This is an optimization exercise on Yosys and OpenROAD, whose aim is small area and a short achievable clock period, not a production implementation.
No functional check of the RTL was part of any run shown here.
Power figures rest on the tool's default switching activity, not on a simulated workload.

## flow/design.v (module list and top-level ports; edited modules follow where they fit)
// module mul32_pipe: 2612 lines
// module mul_fa: 6 lines
// module mul_xor2: 5 lines
// module mul_maj3: 5 lines
// module mul_ao21: 5 lines
// module mul_enc: 6 lines
// module mul_ha: 6 lines
module mul32_pipe(clk, rst, in_valid, a, b, out_valid, p);
  // ...
==> flow/flow/run.sh <==
#!/bin/bash
# Own layout flow: the standard ORFS flow (standard.sh), unchanged except that the
# port buffers that global placement inserts on every input and output use a plain buffer
# (buf_4) instead of the delay cell buffer_ports picks by default.
set -euo pipefail
export BUFFER_PORTS_ARGS="-buffer_cell sky130_fd_sc_hd__buf_4"
bash standard.sh finish > standard_flow.log 2>&1
==> flow/standard.sh <==
#!/bin/bash
# synth_recipe.tcl (not shown) runs the flow's synth.tcl, then flattens the netlist and writes it again
# the make line also repeats each setting of config.mk as NAME=value (left out here)
make -C /OpenROAD-flow-scripts/flow DESIGN_CONFIG=/design/flow/config.mk WORK_HOME=/design/flow/orfs CLKGATE_MAP_FILE= SYNTH_SCRIPT=/design/flow/synth_recipe.tcl "${@:-finish}"
==> flow/config.mk <==
export PLATFORM = sky130hd
export DESIGN_NAME = mul32_pipe
export DESIGN_NICKNAME = mul32_pipe
export VERILOG_FILES = /design/flow/design.v
export SDC_FILE = /design/flow/constraint.sdc
export NUM_CORES = 4
export LEC_CHECK = 0
export ABC_AREA = 1
export CAP_MARGIN = 20
export CORE_MARGIN = 2
export CORE_UTILIZATION = 50
export PLACE_DENSITY = 0.75
export SLEW_MARGIN = 20
export SYNTH_HIERARCHICAL = 1
==> flow/constraint.sdc <==
create_clock -name core_clock -period 2.5 [get_ports {clk}]
set_input_delay 0.5000 -clock core_clock [delete_from_list [all_inputs] [get_ports {clk}]]
set_output_delay 0.5000 -clock core_clock [all_outputs]
set_load 0.01 [all_outputs]
==> results.txt, run 1 <==
status=complete, no violations; CP Launch Type=register; Storage cell area=10760 um2; Syn-to-layout area delta=15.46%; I/O Buffers=131; CTS tree=built; period utilization=0.9669; Yosys reg bits=537; delay-heaviest family, CP=adder cells; Synth Cell Area=34580 um2; Synth Area per Inst=11.02 um2; largest net degree at the start of global routing=34; area of the multi-input gates=21840 um2; I/O Pins=132; Seq pwr share=0.287; cell accounting for the most synthesized area=dfxtp_1; Die H=267.0 um; num tapcells=931; met2 Track Usage GR=0.4285; PwrDens=1291 nW/um2; Max stage delay on crit path=0.49 ns; CP bufs+invs=0; n_diodes=1; Synth Area in Adders=0.3381; Root Driver=clkbuf_16; final WL=91900 um; Max-Slew Margin vs Limit=0.6111; H-tree depth=2; Post-route DRC=0; Synth Area in Compound Gates=0.1026; first-pass GRT wire length=144600 um; vias in the first global route=25730; Most Used Layer, Global Route=met2; Critical Path Stages=9; Psw=20.77 mW; Non-Clock Buffer Count=375; hpwl dp=71660 um; commonest non-fill, non-tap cell in the layout=dfxtp_1; M1 WL=36060 um; aggregate global routing overflow=0; DR top layer=met5; crit path DAT=2.92 ns; Yosys top cell area share=0.3109; most instantiated cells after synthesis=dfxtp_1 (537), xnor2_1 (513), o22ai_1 (511), fa_1 (499), nand2_1 (215); R2R setup slack=0.08 ns
==> inputs of run 2 (changes only) <==
--- a/flow/design.v
+++ b/flow/design.v
@@ -2197,17 +2197,18 @@
   mul_fa u1659(rk2[120], rk2[121], rk2[122], fs1659, fc1659);
   wire fs1660, fc1660;
   mul_fa u1660(rk2[124], rk2[125], rk2[126], fs1660, fc1660);
   wire [36:0] s1661;
   wire [35:0] s1661x = {fc1641, fc1640, fc1639, fc1638, fc1637, fc1636, fc1635, hc1634, hc1633, hc1632, hc1631, hc1630, hc1629, hc1628, hc1627, hc1626, hc1625, hc1624, hc1623, hc1622, hc1621, hc1620, hc1619, hc1618, hc1617, hc1616, hc1615, fc1614, fs1614, rk2[7], rk2[6], rk2[5], rk2[4], rk2[3], rk2[2], rk2[0]};
   wire [35:0] s1661y = {fs1642, fs1641, fs1640, fs1639, fs1638, fs1637, fs1636, fs1635, hs1634, hs1633, hs1632, hs1631, hs1630, hs1629, hs1628, hs1627, hs1626, hs1625, hs1624, hs1623, hs1622, hs1621, hs1620, hs1619, hs1618, hs1617, hs1616, hs1615, 1'b0, 1'b0, 1'b0, 1'b0, 1'b0, 1'b0, 1'b0, rk2[1]};
   wire [35:0] s1661_g0 = s1661x & s1661y;
   wire [35:0] s1661_p0 = s1661x ^ s1661y;
-  wire s1661_G1 = s1661_g0[1] | (s1661_p0[1] & s1661_g0[0]);
+  wire s1661_G1;
+  mul_ao21 s1661_uG1(s1661_g0[1], s1661_p0[1], s1661_g0[0], s1661_G1);
   wire s1661_P1 = s1661_p0[1] & s1661_p0[0];
   wire s1661_G2 = s1661_g0[3] | (s1661_p0[3] & s1661_g0[2]);
   wire s1661_P2 = s1661_p0[3] & s1661_p0[2];
   wire s1661_G3 = s1661_g0[5] | (s1661_p0[5] & s1661_g0[4]);
   wire s1661_P3 = s1661_p0[5] & s1661_p0[4];
   wire s1661_G4 = s1661_g0[7] | (s1661_p0[7] & s1661_g0[6]);
   wire s1661_P4 = s1661_p0[7] & s1661_p0[6];
   wire s1661_G5 = s1661_g0[9] | (s1661_p0[9] & s1661_g0[8]);
@@ -2233,17 +2234,18 @@
   wire s1661_G15 = s1661_g0[29] | (s1661_p0[29] & s1661_g0[28]);
   wire s1661_P15 = s1661_p0[29] & s1661_p0[28];
   wire s1661_G16 = s1661_g0[31] | (s1661_p0[31] & s1661_g0[30]);
   wire s1661_P16 = s1661_p0[31] & s1661_p0[30];
   wire s1661_G17 = s1661_g0[33] | (s1661_p0[33] & s1661_g0[32]);
   wire s1661_P17 = s1661_p0[33] & s1661_p0[32];
   wire s1661_G18 = s1661_g0[35] | (s1661_p0[35] & s1661_g0[34]);
   wire s1661_P18 = s1661_p0[35] & s1661_p0[34];
-  wire s1661_G19 = s1661_g0[2] | (s1661_p0[2] & s1661_G1);
+  wire s1661_G19;
+  mul_ao21 s1661_uG19(s1661_g0[2], s1661_p0[2], s1661_G1, s1661_G19);
   wire s1661_P19 = s1661_p0[2] & s1661_P1;
   wire s1661_G20 = s1661_G2 | (s1661_P2 & s1661_G1);
   wire s1661_P20 = s1661_P2 & s1661_P1;
   wire s1661_G21 = s1661_g0[6] | (s1661_p0[6] & s1661_G3);
   wire s1661_P21 = s1661_p0[6] & s1661_P3;
   wire s1661_G22 = s1661_G4 | (s1661_P4 & s1661_G3);
   wire s1661_P22 = s1661_P4 & s1661_P3;
   wire s1661_G23 = s1661_g0[10] | (s1661_p0[10] & s1661_G5);
@@ -2269,17 +2271,18 @@
   wire s1661_G33 = s1661_g0[30] | (s1661_p0[30] & s1661_G15);
   wire s1661_P33 = s1661_p0[30] & s1661_P15;
   wire s1661_G34 = s1661_G16 | (s1661_P16 & s1661_G15);
   wire s1661_P34 = s1661_P16 & s1661_P15;
   wire s1661_G35 = s1661_g0[34] | (s1661_p0[34] & s1661_G17);
   wire s1661_P35 = s1661_p0[34] & s1661_P17;
   wire s1661_G36 = s1661_G18 | (s1661_P18 & s1661_G17);
   wire s1661_P36 = s1661_P18 & s1661_P17;
-  wire s1661_G37 = s1661_g0[4] | (s1661_p0[4] & s1661_G20);
+  wire s1661_G37;
+  mul_ao21 s1661_uG37(s1661_g0[4], s1661_p0[4], s1661_G20, s1661_G37);
   wire s1661_P37 = s1661_p0[4] & s1661_P20;
   wire s1661_G38 = s1661_G3 | (s1661_P3 & s1661_G20);
   wire s1661_P38 = s1661_P3 & s1661_P20;
   wire s1661_G39 = s1661_G21 | (s1661_P21 & s1661_G20);
   wire s1661_P39 = s1661_P21 & s1661_P20;
   wire s1661_G40 = s1661_G22 | (s1661_P22 & s1661_G20);
   wire s1661_P40 = s1661_P22 & s1661_P20;
   wire s1661_G41 = s1661_g0[12] | (s1661_p0[12] & s1661_G24);
@@ -2301,17 +2304,18 @@
   wire s1661_G49 = s1661_g0[28] | (s1661_p0[28] & s1661_G32);
   wire s1661_P49 = s1661_p0[28] & s1661_P32;
   wire s1661_G50 = s1661_G15 | (s1661_P15 & s1661_G32);
   wire s1661_P50 = s1661_P15 & s1661_P32;
   wire s1661_G51 = s1661_G33 | (s1661_P33 & s1661_G32);
   wire s1661_P51 = s1661_P33 & s1661_P32;
   wire s1661_G52 = s1661_G34 | (s1661_P34 & s1661_G32);
   wire s1661_P52 = s1661_P34 & s1661_P32;
-  wire s1661_G53 = s1661_g0[8] | (s1661_p0[8] & s1661_G40);
+  wire s1661_G53;
+  mul_ao21 s1661_uG53(s1661_g0[8], s1661_p0[8], s1661_G40, s1661_G53);
   wire s1661_P53 = s1661_p0[8] & s1661_P40;
   wire s1661_G54 = s1661_G5 | (s1661_P5 & s1661_G40);
   wire s1661_P54 = s1661_P5 & s1661_P40;
   wire s1661_G55 = s1661_G23 | (s1661_P23 & s1661_G40);
   wire s1661_P55 = s1661_P23 & s1661_P40;
   wire s1661_G56 = s1661_G24 | (s1661_P24 & s1661_G40);
   wire s1661_P56 = s1661_P24 & s1661_P40;
   wire s1661_G57 = s1661_G41 | (s1661_P41 & s1661_G40);
@@ -2333,17 +2337,18 @@
   wire s1661_G65 = s1661_G49 | (s1661_P49 & s1661_G48);
   wire s1661_P65 = s1661_P49 & s1661_P48;
   wire s1661_G66 = s1661_G50 | (s1661_P50 & s1661_G48);
   wire s1661_P66 = s1661_P50 & s1661_P48;
   wire s1661_G67 = s1661_G51 | (s1661_P51 & s1661_G48);
   wire s1661_P67 = s1661_P51 & s1661_P48;
   wire s1661_G68 = s1661_G52 | (s1661_P52 & s1661_G48);
   wire s1661_P68 = s1661_P52 & s1661_P48;
-  wire s1661_G69 = s1661_g0[16] | (s1661_p0[16] & s1661_G60);
+  wire s1661_G69;
+  mul_ao21 s1661_uG69(s1661_g0[16], s1661_p0[16], s1661_G60, s1661_G69);
   wire s1661_P69 = s1661_p0[16] & s1661_P60;
   wire s1661_G70 = s1661_G9 | (s1661_P9 & s1661_G60);
   wire s1661_P70 = s1661_P9 & s1661_P60;
   wire s1661_G71 = s1661_G27 | (s1661_P27 & s1661_G60);
   wire s1661_P71 = s1661_P27 & s1661_P60;
   wire s1661_G72 = s1661_G28 | (s1661_P28 & s1661_G60);
   wire s1661_P72 = s1661_P28 & s1661_P60;
   wire s1661_G73 = s1661_G45 | (s1661_P45 & s1661_G60);
@@ -2365,17 +2370,18 @@
   wire s1661_G81 = s1661_G65 | (s1661_P65 & s1661_G60);
   wire s1661_P81 = s1661_P65 & s1661_P60;
   wire s1661_G82 = s1661_G66 | (s1661_P66 & s1661_G60);
   wire s1661_P82 = s1661_P66 & s1661_P60;
   wire s1661_G83 = s1661_G67 | (s1661_P67 & s1661_G60);
   wire s1661_P83 = s1661_P67 & s1661_P60;
   wire s1661_G84 = s1661_G68 | (s1661_P68 & s1661_G60);
   wire s1661_P84 = s1661_P68 & s1661_P60;
-  wire s1661_G85 = s1661_g0[32] | (s1661_p0[32] & s1661_G84);
+  wire s1661_G85;
+  mul_ao21 s1661_uG85(s1661_g0[32], s1661_p0[32], s1661_G84, s1661_G85);
   wire s1661_P85 = s1661_p0[32] & s1661_P84;
   wire s1661_G86 = s1661_G17 | (s1661_P17 & s1661_G84);
   wire s1661_P86 = s1661_P17 & s1661_P84;
   wire s1661_G87 = s1661_G35 | (s1661_P35 & s1661_G84);
   wire s1661_P87 = s1661_P35 & s1661_P84;
   wire s1661_G88 = s1661_G36 | (s1661_P36 & s1661_G84);
   wire s1661_P88 = s1661_P36 & s1661_P84;
   assign s1661[0] = s1661_p0[0] ^ 1'b0;
@@ -2415,17 +2421,18 @@
   assign s1661[34] = s1661_p0[34] ^ s1661_G86;
   assign s1661[35] = s1661_p0[35] ^ s1661_G87;
   assign s1661[36] = s1661_G88;
   wire [28:0] s1662;
   wire [27:0] s1662x = {rk2[135], rk2[134], rk2[132], rk2[131], rk2[129], rk2[128], fc1660, fs1660, fc1659, fs1659, fc1658, fs1658, hc1657, fc1656, hc1655, fc1654, hc1653, fc1652, hc1651, fc1650, hc1649, fc1648, fc1647, fc1646, fc1645, fc1644, fc1643, fc1642};
   wire [27:0] s1662y = {rk2[136], 1'b0, rk2[133], 1'b0, rk2[130], 1'b0, rk2[127], 1'b0, rk2[123], 1'b0, rk2[119], 1'b0, rk2[115], hs1657, fs1656, hs1655, fs1654, hs1653, fs1652, hs1651, fs1650, hs1649, fs1648, fs1647, fs1646, fs1645, fs1644, fs1643};
   wire [27:0] s1662_g0 = s1662x & s1662y;
   wire [27:0] s1662_p0 = s1662x ^ s1662y;
-  wire s1662_G1 = s1662_g0[1] | (s1662_p0[1] & s1662_g0[0]);
+  wire s1662_G1;
+  mul_ao21 s1662_uG1(s1662_g0[1], s1662_p0[1], s1662_g0[0], s1662_G1);
   wire s1662_P1 = s1662_p0[1] & s1662_p0[0];
   wire s1662_G2 = s1662_g0[3] | (s1662_p0[3] & s1662_g0[2]);
   wire s1662_P2 = s1662_p0[3] & s1662_p0[2];
   wire s1662_G3 = s1662_g0[5] | (s1662_p0[5] & s1662_g0[4]);
   wire s1662_P3 = s1662_p0[5] & s1662_p0[4];
   wire s1662_G4 = s1662_g0[7] | (s1662_p0[7] & s1662_g0[6]);
   wire s1662_P4 = s1662_p0[7] & s1662_p0[6];
   wire s1662_G5 = s1662_g0[9] | (s1662_p0[9] & s1662_g0[8]);
@@ -2443,17 +2450,18 @@
   wire s1662_G11 = s1662_g0[21] | (s1662_p0[21] & s1662_g0[20]);
   wire s1662_P11 = s1662_p0[21] & s1662_p0[20];
   wire s1662_G12 = s1662_g0[23] | (s1662_p0[23] & s1662_g0[22]);
   wire s1662_P12 = s1662_p0[23] & s1662_p0[22];
   wire s1662_G13 = s1662_g0[25] | (s1662_p0[25] & s1662_g0[24]);
   wire s1662_P13 = s1662_p0[25] & s1662_p0[24];
   wire s1662_G14 = s1662_g0[27] | (s1662_p0[27] & s1662_g0[26]);
   wire s1662_P14 = s1662_p0[27] & s1662_p0[26];
-  wire s1662_G15 = s1662_g0[2] | (s1662_p0[2] & s1662_G1);
+  wire s1662_G15;
+  mul_ao21 s1662_uG15(s1662_g0[2], s1662_p0[2], s1662_G1, s1662_G15);
   wire s1662_P15 = s1662_p0[2] & s1662_P1;
   wire s1662_G16 = s1662_G2 | (s1662_P2 & s1662_G1);
   wire s1662_P16 = s1662_P2 & s1662_P1;
   wire s1662_G17 = s1662_g0[6] | (s1662_p0[6] & s1662_G3);
   wire s1662_P17 = s1662_p0[6] & s1662_P3;
   wire s1662_G18 = s1662_G4 | (s1662_P4 & s1662_G3);
   wire s1662_P18 = s1662_P4 & s1662_P3;
   wire s1662_G19 = s1662_g0[10] | (s1662_p0[10] & s1662_G5);
@@ -2471,17 +2479,18 @@
   wire s1662_G25 = s1662_g0[22] | (s1662_p0[22] & s1662_G11);
   wire s1662_P25 = s1662_p0[22] & s1662_P11;
   wire s1662_G26 = s1662_G12 | (s1662_P12 & s1662_G11);
   wire s1662_P26 = s1662_P12 & s1662_P11;
   wire s1662_G27 = s1662_g0[26] | (s1662_p0[26] & s1662_G13);
   wire s1662_P27 = s1662_p0[26] & s1662_P13;
   wire s1662_G28 = s1662_G14 | (s1662_P14 & s1662_G13);
   wire s1662_P28 = s1662_P14 & s1662_P13;
-  wire s1662_G29 = s1662_g0[4] | (s1662_p0[4] & s1662_G16);
+  wire s1662_G29;
+  mul_ao21 s1662_uG29(s1662_g0[4], s1662_p0[4], s1662_G16, s1662_G29);
   wire s1662_P29 = s1662_p0[4] & s1662_P16;
   wire s1662_G30 = s1662_G3 | (s1662_P3 & s1662_G16);
   wire s1662_P30 = s1662_P3 & s1662_P16;
   wire s1662_G31 = s1662_G17 | (s1662_P17 & s1662_G16);
   wire s1662_P31 = s1662_P17 & s1662_P16;
   wire s1662_G32 = s1662_G18 | (s1662_P18 & s1662_G16);
   wire s1662_P32 = s1662_P18 & s1662_P16;
   wire s1662_G33 = s1662_g0[12] | (s1662_p0[12] & s1662_G20);
@@ -2495,17 +2504,18 @@
   wire s1662_G37 = s1662_g0[20] | (s1662_p0[20] & s1662_G24);
   wire s1662_P37 = s1662_p0[20] & s1662_P24;
   wire s1662_G38 = s1662_G11 | (s1662_P11 & s1662_G24);
   wire s1662_P38 = s1662_P11 & s1662_P24;
   wire s1662_G39 = s1662_G25 | (s1662_P25 & s1662_G24);
   wire s1662_P39 = s1662_P25 & s1662_P24;
   wire s1662_G40 = s1662_G26 | (s1662_P26 & s1662_G24);
   wire s1662_P40 = s1662_P26 & s1662_P24;
-  wire s1662_G41 = s1662_g0[8] | (s1662_p0[8] & s1662_G32);
+  wire s1662_G41;
+  mul_ao21 s1662_uG41(s1662_g0[8], s1662_p0[8], s1662_G32, s1662_G41);
   wire s1662_P41 = s1662_p0[8] & s1662_P32;
   wire s1662_G42 = s1662_G5 | (s1662_P5 & s1662_G32);
   wire s1662_P42 = s1662_P5 & s1662_P32;
   wire s1662_G43 = s1662_G19 | (s1662_P19 & s1662_G32);
   wire s1662_P43 = s1662_P19 & s1662_P32;
   wire s1662_G44 = s1662_G20 | (s1662_P20 & s1662_G32);
   wire s1662_P44 = s1662_P20 & s1662_P32;
   wire s1662_G45 = s1662_G33 | (s1662_P33 & s1662_G32);
@@ -2519,17 +2529,18 @@
   wire s1662_G49 = s1662_g0[24] | (s1662_p0[24] & s1662_G40);
   wire s1662_P49 = s1662_p0[24] & s1662_P40;
   wire s1662_G50 = s1662_G13 | (s1662_P13 & s1662_G40);
   wire s1662_P50 = s1662_P13 & s1662_P40;
   wire s1662_G51 = s1662_G27 | (s1662_P27 & s1662_G40);
   wire s1662_P51 = s1662_P27 & s1662_P40;
   wire s1662_G52 = s1662_G28 | (s1662_P28 & s1662_G40);
   wire s1662_P52 = s1662_P28 & s1662_P40;
-  wire s1662_G53 = s1662_g0[16] | (s1662_p0[16] & s1662_G48);
+  wire s1662_G53;
+  mul_ao21 s1662_uG53(s1662_g0[16], s1662_p0[16], s1662_G48, s1662_G53);
   wire s1662_P53 = s1662_p0[16] & s1662_P48;
   wire s1662_G54 = s1662_G9 | (s1662_P9 & s1662_G48);
   wire s1662_P54 = s1662_P9 & s1662_P48;
   wire s1662_G55 = s1662_G23 | (s1662_P23 & s1662_G48);
   wire s1662_P55 = s1662_P23 & s1662_P48;
   wire s1662_G56 = s1662_G24 | (s1662_P24 & s1662_G48);
   wire s1662_P56 = s1662_P24 & s1662_P48;
   wire s1662_G57 = s1662_G37 | (s1662_P37 & s1662_G48);
==> flow/config.mk (replaced) <==
export PLATFORM = sky130hd
export DESIGN_NAME = mul32_pipe
export DESIGN_NICKNAME = mul32_pipe
export VERILOG_FILES = /design/flow/design.v
export SDC_FILE = /design/flow/constraint.sdc
export NUM_CORES = 4
export LEC_CHECK = 0
export ABC_AREA = 1
export CAP_MARGIN = 20
export CORE_MARGIN = 2
export CORE_UTILIZATION = 40
export SLEW_MARGIN = 20
export SYNTH_HIERARCHICAL = 1
==> run 2 against run 1 <==
Hold slack gained 0.015 ns. First-iteration DRC count shrank 24%. Sequential share of layout area fell by 0.33 points. Worst setup slack improved by 0.060 ns. Clock skew decreased by 0.020 ns. Clock power grew 6.0%. Critical endpoint is now rk3[62]$_DFF_P_. Highest routed layer unchanged.
==> results.txt, run 2 <==
status=complete, no violations (unchanged); deepest clock path buffer count=3 (unchanged); routability cong.=0.9206 (was 0.9761); Syn-to-layout area delta=17.19% (was 15.46%); CTS tree=built (unchanged); fin nets=4030 (was 3999); Root Driver=clkbuf_16 (unchanged); commonest non-fill, non-tap cell in the layout=dfxtp_1 (unchanged); Design Area, Final=40400 um2 (was 39920 um2); Area after DPL=38230 um2 (was 37720 um2); DRT iter0 DRCs=1762 (was 2312); Final TNS setup=0 ns (unchanged); CTS clk-pin slew, worst paths=0.06 ns (about the same); Final Hold Fails=0 (unchanged); Logic pwr share=0.528 (was 0.547); Setup crit end kind=register (unchanged); Detailed Routing Iterations Pass 1=7 (was 5); fraction of layout cells with a size suffix above 1=0.1550 (was 0.1619); max FFs per register=306 (unchanged); RR Startpoint=rk2[121]$_DFF_P_ (was rk2[76]$_DFF_P_); Biggest register=rk1 (unchanged); FFs w/ async S/R, synth=0 (unchanged); CP Class=register to register (unchanged); Pins Over Slew Limit=0 (unchanged); EDFF count, synth=0 (unchanged); Post-DRT Antenna Nets=0 (unchanged); worst slew pin tran=0.5009 ns (was 0.5834 ns); switching portion of total power=0.3981 (was 0.4031); VDD IR max=0.7871 mV (was 0.8988 mV); vias in the first global route=24660 (was 25730); post-DR wirelength/cell=20.99 um (was 21.50 um); RSZ-0062 raised after global routing=yes (unchanged); Leak=16.78 nW (was 16.69 nW); Synth Area per Inst=10.91 um2 (was 11.02 um2); synthesized netlist cell count=3159 (was 3138); Post-route DRC=0 (unchanged); Area contributors post-synth=dfxtp_1 (31%), fa_1 (29%), xnor2_1 (13%) (unchanged); aggregate global routing overflow=0 (unchanged); clock skew=0.02169 ns (was 0.04191 ns); DR vias=23560 (was 24300); Max Clock Freq=424.2 MHz (was 413.7 MHz); top-count cell post-synth=dfxtp_1 (unchanged); largest net degree at the start of global routing=33 (was 34); most instantiated cells after synthesis=dfxtp_1 (537), xnor2_1 (512), o22ai_1 (511), fa_1 (492), nand2_1 (230) (was dfxtp_1 (537), xnor2_1 (513), o22ai_1 (511), fa_1 (499), nand2_1 (215)); std cell rows=107 (was 96); fin worst setup slack=0.1425 ns (was 0.08268 ns); Finished Core Util=0.4737 (was 0.5821); crit path DAT=2.92 ns (about the same); Setup crit start=rk2[121]$_DFF_P_ (was rk2[76]$_DFF_P_); most frequent cells in the layout=dfxtp_1 (537), xnor2_1 (512), o22ai_1 (511) (was dfxtp_1 (532), xnor2_1 (513), o22ai_1 (511)); H-tree depth=2 (unchanged); sequential area share after synthesis=0.3118 (was 0.3109); drt via density=5.197 (was 5.685); initial antenna violation count=6 (was 2); first-pass GRT wire length=148400 um (was 144600 um); Tmin final=2.357 ns (was 2.417 ns); hold_sp=rst (was b[1]); max-cap violations=0 (unchanged); Yosys top cell area share=0.3118 (was 0.3109); Worst EP required=3.06 ns (was 3.00 ns); CTS Hold Bufs=0 (unchanged); Core ar.=85280 um2 (was 68590 um2); Psw=20.11 mW (was 20.77 mW); Top FF cell, synth=dfxtp_1 (unchanged); clock power share=0.179 (was 0.166); initial core utilization=0.4042 (was 0.5042); Worst-Skew Late Latency=0.64 ns (was 0.62 ns); Unique masters post-synth=39 (was 38); Die H=297.6 um (was 267.0 um); HP Class=input pin to register (unchanged); dpl ws=-0.2991 ns (was -0.2709 ns); I/O Buffers=131 (unchanged); clock sinks=537 (unchanged); period utilization=0.9430 (was 0.9669); CP Launch Type=register (unchanged); CTS buffer count=59 (was 56); Top Registers=rk1 (306), rk2 (137), rk3 (91) (unchanged); PwrDens=1250 nW/um2 (was 1291 nW/um2); die width=297.6 um (was 267.0 um); Seq pwr share=0.293 (was 0.287); Die Area=88550 um2 (was 71280 um2); cell accounting for the most synthesized area=dfxtp_1 (unchanged); total power draw=50.52 mW (was 51.52 mW); Synth Cell Area=34470 um2 (was 34580 um2); # setup viols final=0 (unchanged); Yosys reg bits=537 (unchanged); Synthesis Warnings=7 (unchanged); final WL=95140 um (was 91900 um); Int Pwr=30.41 mW (was 30.75 mW); Max-Slew Margin vs Limit=0.6626 (was 0.6111); CP Max Fanout=4 (was 3); hpwl dp=76380 um (was 71660 um); I/O Pins=132 (unchanged); GRT Overall Usage=0.2172 (was 0.2641); Fill cells=7762 (was 5517)
## run 2: cells by family (layout without fill, tap and decap cells)
logic type                 after synthesis  in the layout  share of synthesized area
adders and majority gates              624            624                     0.3336
AOI/OAI and AO/OA                      571            571                     0.1021
xor gates and xnor gates               550            550                     0.1397
DFF                                    537            537                     0.3118
buffers and inverters                  482            692                    0.06449
and+or+nand+nor                        393            393                    0.04802
other                                    2             21                  0.0002178
## run 2: repair_timing
action                     in CTS  in global routing
pin swaps                       0                  3
resized for setup               1                 19
setup endpoints to repair       4                 23
setup buffers                   0                  1
## run 2: final timing paths
check	to	slack (ns)	cells after the start
max	rk3[62]$_DFF_P_	0.14	12
min	vpipe[2]$_SDFF_PP0_	0.06	2
max reg2reg	rk3[62]$_DFF_P_	0.14	12
min reg2reg	rk2[9]$_DFF_P_	0.33	0
## run 2: modules after synthesis, one instance, submodules excluded
module,cells,times used,area [um2],flip-flops and latches
mul32_pipe,2600,1,24080,537
mul_ha,1,34,12.51,0
mul_fa,1,492,20.02,0
mul_ao21,3,11,11.26,0
## run 2: power groups by stage
stage	Sequential (mW)	Combinational (mW)	Clock (mW)
global route	15.2	30.9	9.63
global placement	14.9	26.1	0
finish	14.8	26.7	9.05
detailed placement	15.0	26.4	0
floorplan	14.5	18.6	0
CTS	14.8	26.7	9.27
## run 2: layout make-up
class,count,area [um2],area share
clock buffer,88,1737,0.04299
timing repair buffer,390,3770,0.09331
clock inverter,21,307.8,0.007618
antenna,1,2.502,0.00006194
inverter,193,724.4,0.01793
multi-input combinational,2158,21680,0.5366
tap,1144,1431,0.03543
sequential,537,10750,0.2661
## run 2: through the flow
step / cells / hold slack, ns
after CTS: 4530 / 0.02547
after detailed placement: 4421 / 0.3121
after global routing: 4532 / 0.05047
after floorplan: 3177 / 0.3096
final: 4532 / 0.05545
after global placement: 4421 / 0.3116
## run 2: worst max-delay path, stage by stage (launching register included)
cell	delay, ns
dfxtp_1	0.31
fa_1	0.43
ha_1	0.33
nand2_1	0.15
o21ai_1	0.36
nand2_1	0.12
nand3b_1	0.18
inv_1	0.08
nor2_1	0.09
nor2_1	0.05
nand2_1	0.05
nor2_1	0.04
nor2_1	0.10
## run 2: layer usage
layer  part of all wire  up-vias  global-route usage  wire length [um]
met5            0.00077        -                   0                73
met4              0.029       10             0.06301              2740
met3              0.077      182             0.03915              7310
met2               0.46      905              0.3495             44020
met1               0.43    11660              0.2994             41000
li1                   -    10800                   -                 -
==> inputs of run 3 (changes only) <==
--- a/flow/config.mk
+++ b/flow/config.mk
@@ -8,6 +8,8 @@
 export ABC_AREA = 1
 export CAP_MARGIN = 20
 export CORE_MARGIN = 2
-export CORE_UTILIZATION = 40
+export CORE_UTILIZATION = 50
+export PLACE_DENSITY = 0.75
+export SETUP_SLACK_MARGIN = 0.2
 export SLEW_MARGIN = 20
 export SYNTH_HIERARCHICAL = 1
==> run 3 against run 2 <==
Register-to-register slack gained 0.02 ns. First-iteration DRC count up 47%. Count of clock-buffer cells in the layout down 13. Clock power is 5.7% lower. Maximum frequency is 0.93% higher. Sequential cell count stayed put. Sequential share of layout area down 0.18 points. Non-clock buffer count rose by 8. Worst setup slack better by 0.022 ns. Critical endpoint is now rk3[52]$_DFF_P_. Largest cell class unchanged.
==> results.txt, run 3 <==
EDFF count, synth=0 (unchanged); Post-route DRC=0 (unchanged); Yosys top cell area share=0.3118 (unchanged); period utilization=0.9343 (was 0.9430); slowest CP cell=fa_1 (unchanged); Post-DRT Antenna Nets=0 (unchanged); CP Class=register to register (unchanged); DR WL met3=9681 um (was 7310 um); largest net degree at the start of global routing=34 (was 33); Synth Area per Inst=10.91 um2 (unchanged); CTS buffer count=56 (was 59); Yosys reg bits=537 (unchanged); top-count cell post-synth=dfxtp_1 (unchanged); DR vias=24560 (was 23560); deepest clock path buffer count=3 (unchanged); clock skew=0.02895 ns (was 0.02169 ns); most instantiated cells after synthesis=dfxtp_1 (537), xnor2_1 (512), o22ai_1 (511), fa_1 (492), nand2_1 (230) (unchanged); post-DR wirelength/cell=22.80 um (was 20.99 um); Crit path top cell by count=a21oi_4 (was nor2_1); aggregate global routing overflow=0 (unchanged); Max-Slew Margin vs Limit=0.6723 (was 0.6626); GRT Overall Usage=0.2771 (was 0.2172); drt via density=5.747 (was 5.197); Setup crit end kind=register (unchanged); RSZ-0062 raised after global routing=yes (unchanged); worst slew pin tran=0.4864 ns (was 0.5009 ns); I/O Buffers=131 (unchanged); routability cong.=0.9806 (was 0.9206); vias in the first global route=25610 (was 24660); # setup viols final=0 (unchanged); status=complete, no violations (unchanged); Die H=266.6 um (was 297.6 um); max FFs per register=306 (unchanged); Synth Cell Area=34470 um2 (unchanged); Top FF cell, synth=dfxtp_1 (unchanged); critical path, cell by cell=fa_1 > ha_2 > a21oi_4 > o21ai_1 > a21oi_4 > nand2_4 > buf_4 > xor2_1 (was fa_1 > ha_1 > nand2_1 > o21ai_1 > nand2_1 > nand3b_1 > inv_1 > nor2_1 > nor2_1 > nand2_1 > nor2_1 > nor2_1); Non-Filler Instances=4273 (was 4532); final WL=97430 um (was 95140 um); most frequent cells in the layout=dfxtp_1 (534), xnor2_1 (509), fa_1 (491) (was dfxtp_1 (537), xnor2_1 (512), o22ai_1 (511)); HP Class=input pin to register (unchanged); VDD IR max=0.8053 mV (was 0.7871 mV); Placed Instances=4155 (was 4421); Unique masters post-synth=39 (unchanged); n_diodes=0 (was 1); Leak=16.96 nW (was 16.78 nW); CP Max Fanout=6 (was 4); DRT iter0 DRCs=2596 (was 1762); CTS Hold Bufs=0 (unchanged); CTS clk-pin slew, worst paths=0.06 ns (about the same); DR top layer=met5 (unchanged); Final TNS setup=0 ns (unchanged); Synthesis Warnings=7 (unchanged); Pins Over Slew Limit=0 (unchanged); first-pass GRT wire length=149600 um (was 148400 um); cell accounting for the most synthesized area=dfxtp_1 (unchanged); I/O Pins=132 (unchanged); Worst EP required=3.01 ns (was 3.06 ns); Top Registers=rk1 (306), rk2 (137), rk3 (91) (unchanged); Max stage delay on crit path=0.55 ns (was 0.43 ns); fin nets=4036 (was 4030); clock sinks=537 (unchanged); crit path DAT=2.85 ns (was 2.92 ns); hold slack=0.05303 ns (was 0.05545 ns); Worst-Skew Late Latency=0.63 ns (was 0.64 ns); FFs w/ async S/R, synth=0 (unchanged); initial antenna violation count=5 (was 6); Syn-to-layout area delta=18.03% (was 17.19%); Die Area=71060 um2 (was 88550 um2); Final Hold Fails=0 (unchanged); H-tree depth=2 (unchanged); Detailed Routing Iterations Pass 1=9 (was 7); Area contributors post-synth=dfxtp_1 (31%), fa_1 (29%), xnor2_1 (13%) (unchanged); PwrDens=1288 nW/um2 (was 1250 nW/um2); max-cap violations=0 (unchanged); Core ar.=68470 um2 (was 85280 um2); sequential area share after synthesis=0.3118 (unchanged); die width=266.6 um (was 297.6 um); CTS tree=built (unchanged); synthesized netlist cell count=3159 (unchanged); hpwl dp=75160 um (was 76380 um); commonest non-fill, non-tap cell in the layout=dfxtp_1 (unchanged); CP Launch Type=register (unchanged); Biggest register=rk1 (unchanged); initial core utilization=0.5035 (was 0.4042); Max Clock Freq=428.1 MHz (was 424.2 MHz); fraction of layout cells with a size suffix above 1=0.1991 (was 0.1550); Root Driver=clkbuf_16 (unchanged); Tmin final=2.336 ns (was 2.357 ns); M1 WL=38080 um (was 41000 um); std cell rows=96 (was 107); WL met2=44960 um (was 44020 um)
-- run 3: changes by cell type in the layout (fill, tap and decap cells not counted), sizes merged --
| cell | delta |
|---|---|
| buf | +8 |
| bufinv | -2 |
| clkbuf | -13 |
| clkinv | +3 |
| clkinvlp | +5 |
| diode | -1 |
| inv | +2 |
| nand2 | +1 |
-- run 3: path summary, 6_finish.rpt --
check	start	to	slack, ns	cells after the start
setup reg to reg	rk2[111]$_DFF_P_	rk3[52]$_DFF_P_	0.16	8
setup / recovery	rk2[111]$_DFF_P_	rk3[52]$_DFF_P_	0.16	8
hold reg to reg	rk1[14]$_DFF_P_	rk2[11]$_DFF_P_	0.33	0
hold / removal	rst	vpipe[0]$_SDFF_PP0_	0.05	2
-- run 3: critical path: cells and delay by family (launching register included) --
family / cells / cell delay, ns
AO/OA/AOI/OAI: 3 / 0.59
buffers and inverters: 1 / 0.16
XOR/XNOR: 1 / 0.13
AND/OR/NAND/NOR: 1 / 0.15
flip-flops: 1 / 0.31
adder cells (fa/ha/maj): 2 / 0.87
-- run 3: cells by family after synthesis --
family,after synthesis,share of synthesized area
adders and majority gates,624,0.3336
DFF,537,0.3118
xor gates and xnor gates,550,0.1397
and+or+nand+nor,393,0.04802
buffers and inverters,482,0.06449
other,2,0.0002178
AOI/OAI and AO/OA,571,0.1021
-- run 3: routing by layer --
metal | up-vias | global-route usage
met1 | 12070 | 0.3646
met5 | - | 0
met2 | 1351 | 0.4445
li1 | 10800 | -
met3 | 338 | 0.05609
met4 | 6 | 0.1221
-- run 3: cell type report --
type | instances | area [um2]
Timing Repair Buffer | 398 | 3787
Multi-Input combinational cell | 2159 | 22420
Clock inverter | 29 | 292.8
Tap cell | 882 | 1104
Inverter | 193 | 726.9
Sequential cell | 537 | 10750
Fill cell | 5444 | 27780
Clock buffer | 75 | 1604
-- run 3: through the flow --
step	cell area, um2	util	power (mW)	setup WS [ns]
floorplan	35660	-	33.43	0.1736
global placement	38260	0.5588	40.32	-0.2608
detailed placement	38260	0.5588	41.44	-0.2948
CTS	40330	0.5891	51.20	0.1645
global route	40690	0.5943	57.16	0.07752
finish	40690	0.5943	52.40	0.1643
-- run 3: per-module statistics from Yosys (local to each module, per instance) --
module / times used / cells
mul_fa: 492 / 1
mul_ha: 34 / 1
mul32_pipe: 1 / 2600
mul_ao21: 11 / 3
-- run 3: timing repair --
item	4_1_cts	5_1_grt
resized for setup	27	56
gates cloned	0	1
pin swaps	12	23
setup buffers	6	7
setup endpoints to repair	37	44
-- run 3: where the power goes --
| part | total (mW) | internal (mW) | switching (mW) |
|---|---|---|---|
| Clock | 8.53 | 4.94 | 3.59 |
| Combinational | 29.0 | 13.1 | 15.9 |
| Sequential | 14.8 | 12.9 | 1.91 |
==> inputs of run 4 (changes only) <==
--- a/flow/config.mk
+++ b/flow/config.mk
@@ -9,7 +9,8 @@
 export CAP_MARGIN = 20
 export CORE_MARGIN = 2
 export CORE_UTILIZATION = 50
+export CTS_CLUSTER_DIAMETER = 120
+export CTS_CLUSTER_SIZE = 20
 export PLACE_DENSITY = 0.75
-export SETUP_SLACK_MARGIN = 0.2
 export SLEW_MARGIN = 20
 export SYNTH_HIERARCHICAL = 1
==> run 4 against run 3 <==
Maximum frequency shrank 4.0%. Critical path depth grew 3. Sequential cell count is the same. Non-clock buffer count shrank 3. Synthesized cell count is the same. Core utilization shrank 2.6 points. First-iteration DRC count shrank 15%. Hold slack lost 0.012 ns. Die area is the same. Global-route usage shrank 1.0 points. Critical path type unchanged.
==> results.txt, run 4 <==
CP endpoint=rk3[60]$_DFF_P_ (was rk3[52]$_DFF_P_); aggregate global routing overflow=0 (unchanged); Storage cell area=10750 um2 (about the same); slowest CP cell=fa_1 (unchanged); Max stage delay on crit path=0.52 ns (was 0.55 ns); HP Class=input pin to register (unchanged); max-cap violations=0 (unchanged); FFs w/ async S/R, synth=0 (unchanged); Pins Over Slew Limit=0 (unchanged); H-tree depth=1 (was 2); synthesized netlist cell count=3159 (unchanged); fin worst setup slack=0.06581 ns (was 0.1643 ns); initial core utilization=0.5035 (unchanged); Synth Area in Simple Gates=0.04802 (unchanged); Syn-to-layout area delta=12.95% (was 18.03%); first-pass GRT wire length=144700 um (was 149600 um); top-count cell post-synth=dfxtp_1 (unchanged); CTS buffer count=31 (was 56); Synth Cell Area=34470 um2 (unchanged); delay-heaviest family, CP=simple AND/OR/NAND/NOR gates (was adder cells); largest net degree at the start of global routing=34 (unchanged); Setup crit start=rk2[100]$_DFF_P_ (was rk2[111]$_DFF_P_); final WL=93380 um (was 97430 um); CTS tree=built (unchanged); xor-xnor portion of the synthesized cell area=0.1397 (unchanged); crit path DAT=2.95 ns (was 2.85 ns); Area contributors post-synth=dfxtp_1 (31%), fa_1 (29%), xnor2_1 (13%) (unchanged); Worst EP required=3.02 ns (was 3.01 ns); initial antenna violation count=1 (was 5); hold path depth=2 (unchanged); CP Launch Type=register (unchanged); largest family of logic cells by synthesized area=adder cells (unchanged); Crit path top cell by count=nand2_2 (was a21oi_4); CTS clk-pin slew, worst paths=0.08 ns (was 0.06 ns); n_diodes=0 (unchanged); most instantiated cells after synthesis=dfxtp_1 (537), xnor2_1 (512), o22ai_1 (511), fa_1 (492), nand2_1 (230) (unchanged); status=complete, no violations (unchanged); clock skew=0.01982 ns (was 0.02895 ns); most frequent cells in the layout=dfxtp_1 (536), xnor2_1 (512), o22ai_1 (511) (was dfxtp_1 (534), xnor2_1 (509), fa_1 (491)); worst-case reg-to-reg path depth=11 (was 8); I/O Buffers=131 (unchanged); Worst-Skew Late Latency=0.63 ns (about the same); met2 Track Usage GR=0.4245 (was 0.4445); Top Registers=rk1 (306), rk2 (137), rk3 (91) (unchanged); EDFF count, synth=0 (unchanged); sequential area share after synthesis=0.3118 (unchanged); worst slew pin tran=0.6130 ns (was 0.4864 ns); drt via density=5.726 (was 5.747); Most Used Layer, Global Route=met2 (unchanged); Root Driver=clkbuf_16 (unchanged); area of the multi-input gates=21690 um2 (was 22420 um2); Core ar.=68470 um2 (unchanged); deepest clock path buffer count=3 (unchanged); commonest non-fill, non-tap cell in the layout=dfxtp_1 (unchanged); hold slack=0.04115 ns (was 0.05303 ns); DR vias=24060 (was 24560); Setup crit end kind=register (unchanged); DRT iter0 DRCs=2205 (was 2596); fin nets=4007 (was 4036); VDD IR max=0.8784 mV (was 0.8053 mV); Synth Area in Adders=0.3336 (unchanged); post-DR wirelength/cell=22.23 um (was 22.80 um); CP Max Fanout=12 (was 6); Synthesis Warnings=7 (unchanged); hpwl dp=74950 um (was 75160 um); clock sinks=537 (unchanged); Die H=266.6 um (unchanged); Post-route DRC=0 (unchanged); Detailed Routing Iterations Pass 1=6 (was 9); Fill cells=5670 (was 5444); GRT Overall Usage=0.2666 (was 0.2771); period utilization=0.9737 (was 0.9343); # setup viols final=0 (unchanged); critical path, cell by cell=fa_1 > ha_4 > nand2_2 > nor2_4 > nand2_2 > nor3_4 > nand2_2 > nand2_8 > nand3_1 > nand2_1 > nor2_1 (was fa_1 > ha_2 > a21oi_4 > o21ai_1 > a21oi_4 > nand2_4 > buf_4 > xor2_1); Final Hold Fails=0 (unchanged); Top FF cell, synth=dfxtp_1 (unchanged); die width=266.6 um (unchanged); max FFs per register=306 (unchanged); Synth Area per Inst=10.91 um2 (unchanged); I/O Pins=132 (unchanged); Biggest register=rk1 (unchanged); RR Startpoint=rk2[100]$_DFF_P_ (was rk2[111]$_DFF_P_); R2R setup slack=0.07 ns (was 0.16 ns); Tmin final=2.434 ns (was 2.336 ns); CP Class=register to register (unchanged); Yosys top cell area share=0.3118 (unchanged); Synth Area in Compound Gates=0.1021 (unchanged); Unique masters post-synth=39 (unchanged); std cell rows=96 (unchanged); CP bufs+invs=0 (was 1); Die Area=71060 um2 (unchanged); vias in the first global route=25220 (was 25610); Yosys reg bits=537 (unchanged); routability cong.=1.013 (was 0.9806); met3 usage=0.05065 (was 0.05609); dpl ws=-0.2844 ns (was -0.2948 ns); Leak=16.24 nW (was 16.96 nW); Max-Slew Margin vs Limit=0.5913 (was 0.6723); Finished Core Util=0.5687 (was 0.5943); fraction of layout cells with a size suffix above 1=0.1419 (was 0.1991); RR Endpoint=rk3[60]$_DFF_P_ (was rk3[52]$_DFF_P_); Max Clock Freq=410.8 MHz (was 428.1 MHz); Post-DRT Antenna Nets=0 (unchanged); GR Layer Usage met1=0.3621 (was 0.3646); PwrDens=1204 nW/um2 (was 1288 nW/um2); mux share of post-synthesis cell area=0 (unchanged); Critical Path Stages=11 (was 8); cell accounting for the most synthesized area=dfxtp_1 (unchanged)
[run 4: area by class of cell]
class | instances | area share
inverters | 193 | 0.01867
clock buffers | 33 | 0.02012
well taps | 882 | 0.02834
multi-input cells | 2158 | 0.5571
clock inverters | 3 | 0.001285
repair buffers | 395 | 0.09842
flip-flops and latches | 537 | 0.2761
[run 4: worst reg2reg max path: stages (launching register included)]
cell and delay, ns:
dfxtp_2 0.33, fa_1 0.52, ha_4 0.31, nand2_2 0.08, nor2_4 0.14, nand2_2 0.10, nor3_4 0.27, nand2_2 0.13
nand2_8 0.15, nand3_1 0.14, nand2_1 0.11, nor2_1 0.06
[run 4: kinds of logic after synthesis]
logic type,Yosys count
buffers and inverters,482
adder cells (fa/ha/maj),624
flip-flops,537
AND/OR/NAND/NOR,393
XOR/XNOR,550
AO/OA/AOI/OAI,571
other,2
[run 4: power by group]
group / total (mW) / switching [mW] / internal [mW]
clock: 5.18 / 2.85 / 2.33
sequential: 14.8 / 1.94 / 12.9
combinational: 26.9 / 14.8 / 12.1
total: 46.9 / 19.6 / 27.3
[run 4: what timing repair did]
| item | CTS | global route |
|---|---|---|
| hold buffers | 0 | 0 |
| setup endpoints to repair | 3 | 15 |
| hold endpoints to repair | 0 | 0 |
| setup buffers | 0 | 3 |
| pin swaps | 0 | 8 |
| resized for setup | 2 | 21 |
[run 4: worst min path at each step]
stage	startpoint	end	slack [ns]
6_report	rst	vpipe[0]$_SDFF_PP0_	0.04
5_1_grt	rst	vpipe[0]$_SDFF_PP0_	0.02
4_1_cts	rst	vpipe[0]$_SDFF_PP0_	0.01
3_5_place_dp	rk1[13]$_DFF_P_	rk2[10]$_DFF_P_	0.31
3_3_place_gp	rk1[13]$_DFF_P_	rk2[10]$_DFF_P_	0.31
2_1_floorplan	rk1[0]$_DFF_P_	rk2[0]$_DFF_P_	0.31
[run 4: routing by layer]
metal | routed length, um | up-vias | part of all wire
met2 | 42480 | 1233 | 0.45
met3 | 9470 | 238 | 0.10
li1 | - | 10680 | -
met5 | 16 | - | 0.00017
met4 | 3928 | 2 | 0.042
met1 | 37490 | 11900 | 0.40
[run 4: Yosys stat by module, one instance, submodules excluded]
module	cell area, um2	flops+latches	times used
mul_ao21	11.26	0	11
mul_ha	12.51	0	34
mul_fa	20.02	0	492
mul32_pipe	24080	537	1
[run 4: through the flow]
stage                     power [mW]  TNS (ns)  cells  cell area [um2]
after floorplan                33.12   -0.3436   3177            34550
after global placement         40.29    -16.41   4162            37950
after detailed placement       41.47    -22.64   4162            37950
after CTS                      46.85         0   4198            38790
after global routing           51.62   -0.1627   4201            38940
final                          46.89         0   4201            38940

-- port drivers added, routing unchanged --
The flow's constraints put no driver on any port. The routed layouts listed below were extracted and timed again, unchanged, in two steps. Step 1 assumes that a clkbuf_16 drives the clock port and a buf_2 every other input. Step 2 also shifts input and output timing later by t, the mid clock arrival at the registers, as if the neighbouring blocks saw the same clock. a / b / c = ideal ports / drivers / drivers and shift; a / b = the first two.
run | t, ns | setup WS [ns] | worst setup path at the end | slew at the worst register clock pin (ns) | pins driven straight from the clock port
run 1 | 0.669 | 0.083 / 0.083 / -0.240 | input to register | 0.08 / 0.08 | 1
run 2 | 0.690 | 0.143 / 0.143 / -0.407 | input to register | 0.06 / 0.06 | 1
run 3 | 0.685 | 0.164 / 0.164 / -0.419 | input to register | 0.07 / 0.07 | 1
run 4 | 0.683 | 0.066 / 0.066 / -0.330 | input to register | 0.10 / 0.10 | 1
Met with ideal ports but missed after step 2: setup timing in every run listed. The setup slack of run 3, which loses most, moves by 0.000 ns with the drivers and by -0.583 ns with both steps.
